This is an optimization exercise on Yosys and OpenROAD, whose aim is small area and a short achievable clock period, not a production implementation.
RTL that was checked went through simulation tests only; none was proved equivalent to the original.
Power is estimated from default activity; no workload was simulated.

==> module decode_alu, before the edit <==
module decode_alu (
	input [31:0] inst,
	input [31:0] rs1,
	input [31:0] rs2,
	output [31:0] a,
	output [31:0] b,
	output [31:0] d,
	output [12:0] ctl
);
	wire [6:0] opc = inst[6:0];
	wire [2:0] f3 = inst[14:12];
	wire is_op    = opc == 7'b0110011;
	wire is_opimm = opc == 7'b0010011;
	wire is_lui   = opc == 7'b0110111;
	wire is_load  = opc == 7'b0000011;
	wire is_store = opc == 7'b0100011;
	wire is_br    = opc == 7'b1100011;
	wire is_alu   = is_op | is_opimm;
	wire is_sll   = is_alu & (f3 == 3'd1);
	wire is_sr    = is_alu & (f3 == 3'd5);
	wire is_slt   = is_alu & (f3[2:1] == 2'b01);
	wire do_sub   = is_op & (f3 == 3'd0) & inst[30];
	wire do_add   = (is_alu & (f3 == 3'd0)) | is_load | is_store | is_lui;
	wire i2 = inst[2], i4 = inst[4], i5 = inst[5], i6 = inst[6];
	wire rev = i4 & (f3 == 3'b001);                    
	wire sub_s = (i5 & i4 & ~i2 & (f3 == 3'd0) & inst[30]) |    
	             (i4 & ~i2 & (f3[2:1] == 2'b01)) |              
	             (i6 & f3[2]);                                  
	wire [31:0] ar;
	genvar i;
	generate for (i = 0; i < 32; i = i + 1) begin : g_rev
		assign ar[i] = rs1[31 - i];
	end endgenerate
	assign a = (rev ? ar : rs1) & {32{~i2}};
	wire [31:0] iimm = {{20{inst[31]}}, inst[31:20]};
	wire [31:0] simm = {{20{inst[31]}}, inst[31:25], inst[11:7]};
	wire [31:0] uimm = {inst[31:12], 12'b0};
	wire [31:0] bsel = ~i5 ? iimm : i2 ? uimm : (i4 | i6) ? rs2 : simm;
	assign b = bsel ^ {32{sub_s}};
	assign d = {rs2[31:16] & {16{f3 == 3'd2}}, rs2[15:8] & {8{f3 == 3'd1 || f3 == 3'd2}},
	            rs2[7:0] & {8{f3[2] == 1'b0 && f3[1:0] != 2'b11}}};
	wire is_xor = is_alu & (f3 == 3'd4);
	wire is_or  = is_alu & (f3 == 3'd6);
	wire is_and = is_alu & (f3 == 3'd7);
	wire br_x = is_br & (f3[2:1] == 2'b00);
	wire kp = do_add | is_xor | is_or | br_x;
	wire kg = is_or | is_and;
	wire en_lt = is_slt | (is_br & f3[2]);
	wire uns = is_br ? f3[1] : f3[0];
	wire ten = is_br & (f3[2:1] != 2'b01);
	wire inv = f3[0];
	wire arith = inst[30];
	wire [1:0] wk = ~is_store ? 2'd0 : (f3 == 3'd0) ? 2'd1 : (f3 == 3'd1) ? 2'd2 : (f3 == 3'd2) ? 2'd3 : 2'd0;
	assign ctl = {wk, arith, is_sr, is_sll, inv, ten, uns, en_lt, do_add, kg, kp, sub_s};
endmodule
Settings: LEC_CHECK=0, CAP_MARGIN=20, CORE_MARGIN=2, CORE_UTILIZATION=40, SETUP_SLACK_MARGIN=2.5, SLEW_MARGIN=20; clock period 5.5 ns.
standard.sh (not shown) runs the stock make flow with config.mk's settings and CLKGATE_MAP_FILE= SYNTH_SCRIPT=/design/flow/synth_recipe.tcl, a recipe that flattens the netlist after the stock synthesis.
==> flow/flow/run.sh <==
#!/bin/bash
# Own layout flow: the standard layout (standard.sh, standard synthesis
# unchanged), except that buffer_ports gives every port a buf_1 buffer.
# make's full output goes to standard.log; each ORFS step logs under orfs/logs/.
set -euo pipefail
export BUFFER_PORTS_ARGS="-buffer_cell sky130_fd_sc_hd__buf_1"
bash standard.sh > standard.log 2>&1
Change:
--- a/flow/design.v
+++ b/flow/design.v
@@ -21,22 +21,19 @@
 	wire is_slt   = is_alu & (f3[2:1] == 2'b01);
 	wire do_sub   = is_op & (f3 == 3'd0) & inst[30];
 	wire do_add   = (is_alu & (f3 == 3'd0)) | is_load | is_store | is_lui;
-	wire i2 = inst[2], i4 = inst[4], i5 = inst[5], i6 = inst[6];
-	wire rev = i4 & (f3 == 3'b001);                    
-	wire sub_s = (i5 & i4 & ~i2 & (f3 == 3'd0) & inst[30]) |    
-	             (i4 & ~i2 & (f3[2:1] == 2'b01)) |              
-	             (i6 & f3[2]);                                  
+	wire sub = do_sub | is_slt | (is_br & f3[2]);
 	wire [31:0] ar;
 	genvar i;
 	generate for (i = 0; i < 32; i = i + 1) begin : g_rev
 		assign ar[i] = rs1[31 - i];
 	end endgenerate
-	assign a = (rev ? ar : rs1) & {32{~i2}};
+	assign a = is_sll ? ar : (rs1 & {32{~is_lui}});
 	wire [31:0] iimm = {{20{inst[31]}}, inst[31:20]};
 	wire [31:0] simm = {{20{inst[31]}}, inst[31:25], inst[11:7]};
-	wire [31:0] uimm = {inst[31:12], 12'b0};
-	wire [31:0] bsel = ~i5 ? iimm : i2 ? uimm : (i4 | i6) ? rs2 : simm;
-	assign b = bsel ^ {32{sub_s}};
+	wire [31:0] bsel = is_lui ? {inst[31:12], 12'b0} :
+	                   is_store ? simm :
+	                   (is_opimm | is_load) ? iimm : rs2;
+	assign b = bsel ^ {32{sub}};
 	assign d = {rs2[31:16] & {16{f3 == 3'd2}}, rs2[15:8] & {8{f3 == 3'd1 || f3 == 3'd2}},
 	            rs2[7:0] & {8{f3[2] == 1'b0 && f3[1:0] != 2'b11}}};
 	wire is_xor = is_alu & (f3 == 3'd4);
@@ -51,7 +48,7 @@
 	wire inv = f3[0];
 	wire arith = inst[30];
 	wire [1:0] wk = ~is_store ? 2'd0 : (f3 == 3'd0) ? 2'd1 : (f3 == 3'd1) ? 2'd2 : (f3 == 3'd2) ? 2'd3 : 2'd0;
-	assign ctl = {wk, arith, is_sr, is_sll, inv, ten, uns, en_lt, do_add, kg, kp, sub_s};
+	assign ctl = {wk, arith, is_sr, is_sll, inv, ten, uns, en_lt, do_add, kg, kp, sub};
 endmodule
 module alu (
 	input [31:0] a,
Final cell count rose by about 0.9%.
Synthesized cell count increases by about 1.3%.
Sequential power drops by about 2%.
Die area went up by about 0.6%.
Power shrinks by about 4%.
Routed wire length barely changes.
First-iteration DRC count climbs by about 20%.
No functional check of the RTL was part of any run of this note.

---

The RTL this note starts from:
==> flow/design.v <==
module decode_alu (
	input [31:0] inst,
	input [31:0] rs1,
	input [31:0] rs2,
	output [31:0] a,
	output [31:0] b,
	output [31:0] d,
	output [12:0] ctl
);
	wire [6:0] opc = inst[6:0];
	wire [2:0] f3 = inst[14:12];
	wire is_op    = opc == 7'b0110011;
	wire is_opimm = opc == 7'b0010011;
	wire is_lui   = opc == 7'b0110111;
	wire is_load  = opc == 7'b0000011;
	wire is_store = opc == 7'b0100011;
	wire is_br    = opc == 7'b1100011;
	wire is_alu   = is_op | is_opimm;
	wire is_sll   = is_alu & (f3 == 3'd1);
	wire is_sr    = is_alu & (f3 == 3'd5);
	wire is_slt   = is_alu & (f3[2:1] == 2'b01);
	wire do_sub   = is_op & (f3 == 3'd0) & inst[30];
	wire do_add   = (is_alu & (f3 == 3'd0)) | is_load | is_store | is_lui;
	wire sub = do_sub | is_slt | (is_br & f3[2]);
	wire [31:0] ar;
	genvar i;
	generate for (i = 0; i < 32; i = i + 1) begin : g_rev
		assign ar[i] = rs1[31 - i];
	end endgenerate
	assign a = is_sll ? ar : (rs1 & {32{~is_lui}});
	wire [31:0] iimm = {{20{inst[31]}}, inst[31:20]};
	wire [31:0] simm = {{20{inst[31]}}, inst[31:25], inst[11:7]};
	wire [31:0] bsel = is_lui ? {inst[31:12], 12'b0} :
	                   is_store ? simm :
	                   (is_opimm | is_load) ? iimm : rs2;
	assign b = bsel ^ {32{sub}};
	assign d = {rs2[31:16] & {16{f3 == 3'd2}}, rs2[15:8] & {8{f3 == 3'd1 || f3 == 3'd2}},
	            rs2[7:0] & {8{f3[2] == 1'b0 && f3[1:0] != 2'b11}}};
	wire is_xor = is_alu & (f3 == 3'd4);
	wire is_or  = is_alu & (f3 == 3'd6);
	wire is_and = is_alu & (f3 == 3'd7);
	wire br_x = is_br & (f3[2:1] == 2'b00);
	wire kp = do_add | is_xor | is_or | br_x;
	wire kg = is_or | is_and;
	wire en_lt = is_slt | (is_br & f3[2]);
	wire uns = is_br ? f3[1] : f3[0];
	wire ten = is_br & (f3[2:1] != 2'b01);
	wire inv = f3[0];
	wire arith = inst[30];
	wire [1:0] wk = ~is_store ? 2'd0 : (f3 == 3'd0) ? 2'd1 : (f3 == 3'd1) ? 2'd2 : (f3 == 3'd2) ? 2'd3 : 2'd0;
	assign ctl = {wk, arith, is_sr, is_sll, inv, ten, uns, en_lt, do_add, kg, kp, sub};
endmodule
module alu (
	input [31:0] a,
	input [31:0] b,
	input [10:0] ctl,
	output [31:0] alu_out,
	output taken
);
	wire sub = ctl[0];
	wire kp = ctl[1];
	wire kg = ctl[2];
	wire ce = ctl[3];
	wire en_lt = ctl[4];
	wire uns = ctl[5];
	wire ten = ctl[6];
	wire inv = ctl[7];
	wire kl = ctl[8];
	wire kr = ctl[9];
	wire arith = ctl[10];
	wire [31:0] p = a ^ b;
	wire [31:0] g = a & b;
	wire [32:0] c;
	prefix_carry #(.W(32)) pc0 (.p(p), .g(g), .ci(sub), .c(c));
	wire ltu = ~c[32];
	wire lt = uns ? ltu : (ltu ^ a[31] ^ ~b[31]);
	wire eq = ~|p;
	wire fill = arith & kr & a[31];
	wire [31:0] sr = $signed({fill, a}) >>> b[4:0];
	wire [31:0] sh;
	genvar i;
	generate for (i = 0; i < 32; i = i + 1) begin : g_sh
		assign sh[i] = (sr[i] & kr) | (sr[31 - i] & kl);
	end endgenerate
	wire [31:0] l = (p & {32{kp}}) | (g & {32{kg}});
	wire [31:0] r = (l ^ (c[31:0] & {32{ce}})) | sh;
	assign alu_out = {r[31:1], r[0] | (lt & en_lt)};
	assign taken = ten & ((en_lt ? lt : eq) ^ inv);
endmodule
module prefix_carry #(parameter W = 32) (
	input [W-1:0] p,
	input [W-1:0] g,
	input ci,
	output [W:0] c
);
	localparam L = (W > 16) ? 5 : (W > 8) ? 4 : (W > 4) ? 3 : (W > 2) ? 2 : 1;
	wire [W-1:0] gg [0:L];
	wire [W-1:0] pp [0:L];
	assign gg[0] = {g[W-1:1], g[0] | (p[0] & ci)};
	assign pp[0] = {p[W-1:1], 1'b0};
	genvar l, i;
	generate for (l = 0; l < L; l = l + 1) begin : g_lev
		for (i = 0; i < W; i = i + 1) begin : g_bit
			if ((i >> l) & 1) begin : g_op
				localparam integer J = ((i >> l) << l) - 1;
				assign gg[l+1][i] = gg[l][i] | (pp[l][i] & gg[l][J]);
				assign pp[l+1][i] = pp[l][i] & pp[l][J];
			end else begin : g_pass
				assign gg[l+1][i] = gg[l][i];
				assign pp[l+1][i] = pp[l][i];
			end
		end
	end endgenerate
	assign c = {gg[L], ci};
endmodule
module branch_gen (
	input [31:0] inst,
	input [31:0] pc,
	output [33:0] branch_lo      
);
	wire [11:0] bimm = {inst[31], inst[7], inst[30:25], inst[11:8]};
	wire [12:0] lo = {1'b0, pc[12:1]} + {1'b0, bimm};
	assign branch_lo = {bimm[11], lo[12], pc[31:13], lo[11:0], pc[0]};
endmodule
module branch_hi (
	input [33:0] branch_lo,
	output [31:0] branch_target
);
	wire sg = branch_lo[33];
	wire cy = branch_lo[32];
	wire [18:0] hi = branch_lo[31:13];
	wire [18:0] inc, dec;
	genvar i;
	generate for (i = 0; i < 19; i = i + 1) begin : g_id
		if (i == 0) begin : g0
			assign inc[i] = ~hi[i];
			assign dec[i] = ~hi[i];
		end else begin : gn
			assign inc[i] = hi[i] ^ (&hi[i-1:0]);
			assign dec[i] = hi[i] ^ ~(|hi[i-1:0]);
		end
	end endgenerate
	wire [18:0] hi_t = (cy == sg) ? hi : (cy ? inc : dec);
	assign branch_target = {hi_t, branch_lo[12:0]};
endmodule
module store_format (
	input [31:0] d,
	input [1:0] kind,       
	input [1:0] lane,
	output [31:0] write_data,
	output [3:0] write_mask
);
	assign write_data = d << {lane, 3'b000};
	wire [3:0] m = kind == 2'd1 ? 4'b0001 : kind == 2'd2 ? 4'b0011 : kind == 2'd3 ? 4'b1111 : 4'b0000;
	assign write_mask = kind == 2'd3 ? 4'b1111 : m << lane;
endmodule
module chronos_ex (
	input clk,
	input rst,               
	input in_valid,
	input [31:0] inst,
	input [31:0] pc,
	input [31:0] rs1_data,
	input [31:0] rs2_data,
	output reg out_valid,
	output reg [31:0] result,
	output reg br_taken,
	output reg [31:0] br_target,
	output [31:0] mem_wdata,
	output [3:0] mem_wmask
);
	wire [31:0] a_id, b_id, d_id;
	wire [12:0] ctl_id;
	decode_alu dec (
		.inst(inst), .rs1(rs1_data), .rs2(rs2_data),
		.a(a_id), .b(b_id), .d(d_id), .ctl(ctl_id));
	wire [33:0] tgt_id;
	branch_gen bgen (.inst(inst), .pc(pc), .branch_lo(tgt_id));
	reg v1;
	reg [31:0] a1, b1, d1;
	reg [33:0] tgt1;
	reg [12:0] ctl1;
	always @(posedge clk) begin
		v1 <= rst & in_valid;
		a1 <= a_id;
		b1 <= b_id;
		d1 <= d_id;
		tgt1 <= tgt_id;
		ctl1 <= ctl_id;
	end
	wire [31:0] alu_out;
	wire taken;
	alu _alu (.a(a1), .b(b1), .ctl(ctl1[10:0]), .alu_out(alu_out), .taken(taken));
	wire [31:0] tgt2;
	branch_hi bhi (.branch_lo(tgt1), .branch_target(tgt2));
	reg [31:0] d_q;
	reg [1:0] sk_q;
	always @(posedge clk) begin
		out_valid <= rst & v1;
		result <= alu_out;
		br_taken <= taken;
		br_target <= tgt2;
		d_q <= d1;
		sk_q <= ctl1[12:11];
	end
	store_format sf (.d(d_q), .kind(sk_q), .lane(result[1:0]),
		.write_data(mem_wdata), .write_mask(mem_wmask));
endmodule
==> flow/config.mk <==
export PLATFORM = sky130hd
export DESIGN_NAME = chronos_ex
export DESIGN_NICKNAME = chronos_ex
export VERILOG_FILES = /design/flow/design.v
export SDC_FILE = /design/flow/constraint.sdc
export NUM_CORES = 4
export LEC_CHECK = 0
export CAP_MARGIN = 20
export CORE_MARGIN = 2
export CORE_UTILIZATION = 55
export CTS_CLUSTER_DIAMETER = 80
export CTS_CLUSTER_SIZE = 30
export SETUP_SLACK_MARGIN = 2.5
export SLEW_MARGIN = 20
==> flow/constraint.sdc <==
create_clock -name core_clock -period 5.5 [get_ports {clk}]
set_input_delay 1.1000 -clock core_clock [delete_from_list [all_inputs] [get_ports {clk}]]
set_output_delay 1.1000 -clock core_clock [all_outputs]
set_load 0.01 [all_outputs]
Scripts as last shown in full above: flow/flow/run.sh
==> next run, changes <==
--- a/flow/design.v
+++ b/flow/design.v
@@ -19,23 +19,26 @@
 	wire is_sll   = is_alu & (f3 == 3'd1);
 	wire is_sr    = is_alu & (f3 == 3'd5);
 	wire is_slt   = is_alu & (f3[2:1] == 2'b01);
 	wire do_sub   = is_op & (f3 == 3'd0) & inst[30];
 	wire do_add   = (is_alu & (f3 == 3'd0)) | is_load | is_store | is_lui;
-	wire sub = do_sub | is_slt | (is_br & f3[2]);
+	wire i2 = inst[2], i4 = inst[4], i5 = inst[5], i6 = inst[6];
+	wire rev = i4 & (f3 == 3'b001);                    
+	wire sub_s = (i5 & i4 & ~i2 & (f3 == 3'd0) & inst[30]) |    
+	             (i4 & ~i2 & (f3[2:1] == 2'b01)) |              
+	             (i6 & f3[2]);                                  
 	wire [31:0] ar;
 	genvar i;
 	generate for (i = 0; i < 32; i = i + 1) begin : g_rev
 		assign ar[i] = rs1[31 - i];
 	end endgenerate
-	assign a = is_sll ? ar : (rs1 & {32{~is_lui}});
+	assign a = (rev ? ar : rs1) & {32{~i2}};
 	wire [31:0] iimm = {{20{inst[31]}}, inst[31:20]};
 	wire [31:0] simm = {{20{inst[31]}}, inst[31:25], inst[11:7]};
-	wire [31:0] bsel = is_lui ? {inst[31:12], 12'b0} :
-	                   is_store ? simm :
-	                   (is_opimm | is_load) ? iimm : rs2;
-	assign b = bsel ^ {32{sub}};
+	wire [31:0] uimm = {inst[31:12], 12'b0};
+	wire [31:0] bsel = ~i5 ? iimm : i2 ? uimm : (i4 | i6) ? rs2 : simm;
+	assign b = bsel ^ {32{sub_s}};
 	assign d = {rs2[31:16] & {16{f3 == 3'd2}}, rs2[15:8] & {8{f3 == 3'd1 || f3 == 3'd2}},
 	            rs2[7:0] & {8{f3[2] == 1'b0 && f3[1:0] != 2'b11}}};
 	wire is_xor = is_alu & (f3 == 3'd4);
 	wire is_or  = is_alu & (f3 == 3'd6);
 	wire is_and = is_alu & (f3 == 3'd7);
@@ -46,17 +49,19 @@
 	wire uns = is_br ? f3[1] : f3[0];
 	wire ten = is_br & (f3[2:1] != 2'b01);
 	wire inv = f3[0];
 	wire arith = inst[30];
 	wire [1:0] wk = ~is_store ? 2'd0 : (f3 == 3'd0) ? 2'd1 : (f3 == 3'd1) ? 2'd2 : (f3 == 3'd2) ? 2'd3 : 2'd0;
-	assign ctl = {wk, arith, is_sr, is_sll, inv, ten, uns, en_lt, do_add, kg, kp, sub};
+	assign ctl = {wk, arith, is_sr, is_sll, inv, ten, uns, en_lt, do_add, kg, kp, sub_s};
 endmodule
 module alu (
 	input [31:0] a,
 	input [31:0] b,
 	input [10:0] ctl,
 	output [31:0] alu_out,
+	output [1:0] lane,
+	output lt_en,
 	output taken
 );
 	wire sub = ctl[0];
 	wire kp = ctl[1];
 	wire kg = ctl[2];
@@ -80,13 +85,17 @@
 	wire [31:0] sh;
 	genvar i;
 	generate for (i = 0; i < 32; i = i + 1) begin : g_sh
 		assign sh[i] = (sr[i] & kr) | (sr[31 - i] & kl);
 	end endgenerate
-	wire [31:0] l = (p & {32{kp}}) | (g & {32{kg}});
-	wire [31:0] r = (l ^ (c[31:0] & {32{ce}})) | sh;
-	assign alu_out = {r[31:1], r[0] | (lt & en_lt)};
+	wire [31:0] l = ((p & {32{kp}}) | (g & {32{kg}})) ^ (c[31:0] & {32{ce}});
+	wire [31:0] r = l | sh;
+	assign lt_en = lt & en_lt;
+	assign alu_out = {r[31:1], r[0] | lt_en};
+	wire sz = b[4:0] == 5'd0;
+	wire so = b[4:0] == 5'd1;
+	assign lane = l[1:0] | {kl & ((sz & a[30]) | (so & a[31])), kl & sz & a[31]};
 	assign taken = ten & ((en_lt ? lt : eq) ^ inv);
 endmodule
 module prefix_carry #(parameter W = 32) (
 	input [W-1:0] p,
 	input [W-1:0] g,
@@ -165,11 +174,11 @@
 	output reg out_valid,
 	output reg [31:0] result,
 	output reg br_taken,
 	output reg [31:0] br_target,
 	output [31:0] mem_wdata,
-	output [3:0] mem_wmask
+	output reg [3:0] mem_wmask
 );
 	wire [31:0] a_id, b_id, d_id;
 	wire [12:0] ctl_id;
 	decode_alu dec (
 		.inst(inst), .rs1(rs1_data), .rs2(rs2_data),
@@ -187,22 +196,28 @@
 		d1 <= d_id;
 		tgt1 <= tgt_id;
 		ctl1 <= ctl_id;
 	end
 	wire [31:0] alu_out;
-	wire taken;
-	alu _alu (.a(a1), .b(b1), .ctl(ctl1[10:0]), .alu_out(alu_out), .taken(taken));
+	wire [1:0] lane;
+	wire taken, lt_en;
+	alu _alu (.a(a1), .b(b1), .ctl(ctl1[10:0]), .alu_out(alu_out), .lane(lane),
+		.lt_en(lt_en), .taken(taken));
 	wire [31:0] tgt2;
 	branch_hi bhi (.branch_lo(tgt1), .branch_target(tgt2));
-	reg [31:0] d_q;
-	reg [1:0] sk_q;
+	wire [31:0] w2;
+	wire [3:0] m2;
+	store_format sf (.d(d1), .kind(ctl1[12:11]), .lane(lane),
+		.write_data(w2), .write_mask(m2));
+	reg [31:0] w_q;
+	reg up_q;
 	always @(posedge clk) begin
 		out_valid <= rst & v1;
 		result <= alu_out;
 		br_taken <= taken;
 		br_target <= tgt2;
-		d_q <= d1;
-		sk_q <= ctl1[12:11];
+		w_q <= w2;
+		up_q <= lt_en;
+		mem_wmask <= m2;
 	end
-	store_format sf (.d(d_q), .kind(sk_q), .lane(result[1:0]),
-		.write_data(mem_wdata), .write_mask(mem_wmask));
-endmodule
+	assign mem_wdata = up_q ? {w_q[23:0], 8'b0} : w_q;
+endmodule
Area after synthesis increases by 7.7%.
Wire length rises by 9.8%.
Clock skew fell by 0.011 ns.
Worst setup slack is worse by 0.065 ns.
Core utilization falls by 0.50 points.
Die area climbs by 7.5%.
Cell area goes up by 6.7%.
Power is higher by 16%.
Via count went up by 6.1%.
Flip-flop and latch count climbs by 3.
Critical path depth rises by 5.
Function not checked in the second run of this note: the RTL went through the layout flow alone.

re-timing with driven ports:
In the flow no input, the clock included, has a driving cell. The finished layouts below were timed again as built, in two steps.
Step 1: set_driving_cell puts a clkbuf_16 on clk and a buf_2 on each other input, an assumption about the parent block.
Step 2 moves the port delays by t, midway between the first and last clock arrival at a register: inputs arrive t later, outputs are due t later. That takes back most of the time a late clock gives input paths.
a / b / c = ideal ports / drivers / drivers and shift; a / b = the first two.
run	t (ns)	slack for setup (ns)	hold WS [ns]	worst setup path at the end	worst data-port slew with drivers (ns)
the first run of note 1	0.597	2.488 / 2.488 / 2.189	0.318 / 0.318 / 0.318	input to register	0.06
the second run of note 1	0.595	2.585 / 2.537 / 2.143	0.319 / 0.319 / 0.319	input to register	0.06
the first run of note 2	0.522	2.592 / 2.543 / 2.150	0.334 / 0.334 / 0.334	input to register	0.06
the second run of note 2	0.538	2.526 / 2.526 / 2.254	0.336 / 0.336 / 0.336	input to register	0.05
After both steps setup and hold are still met in every run listed.
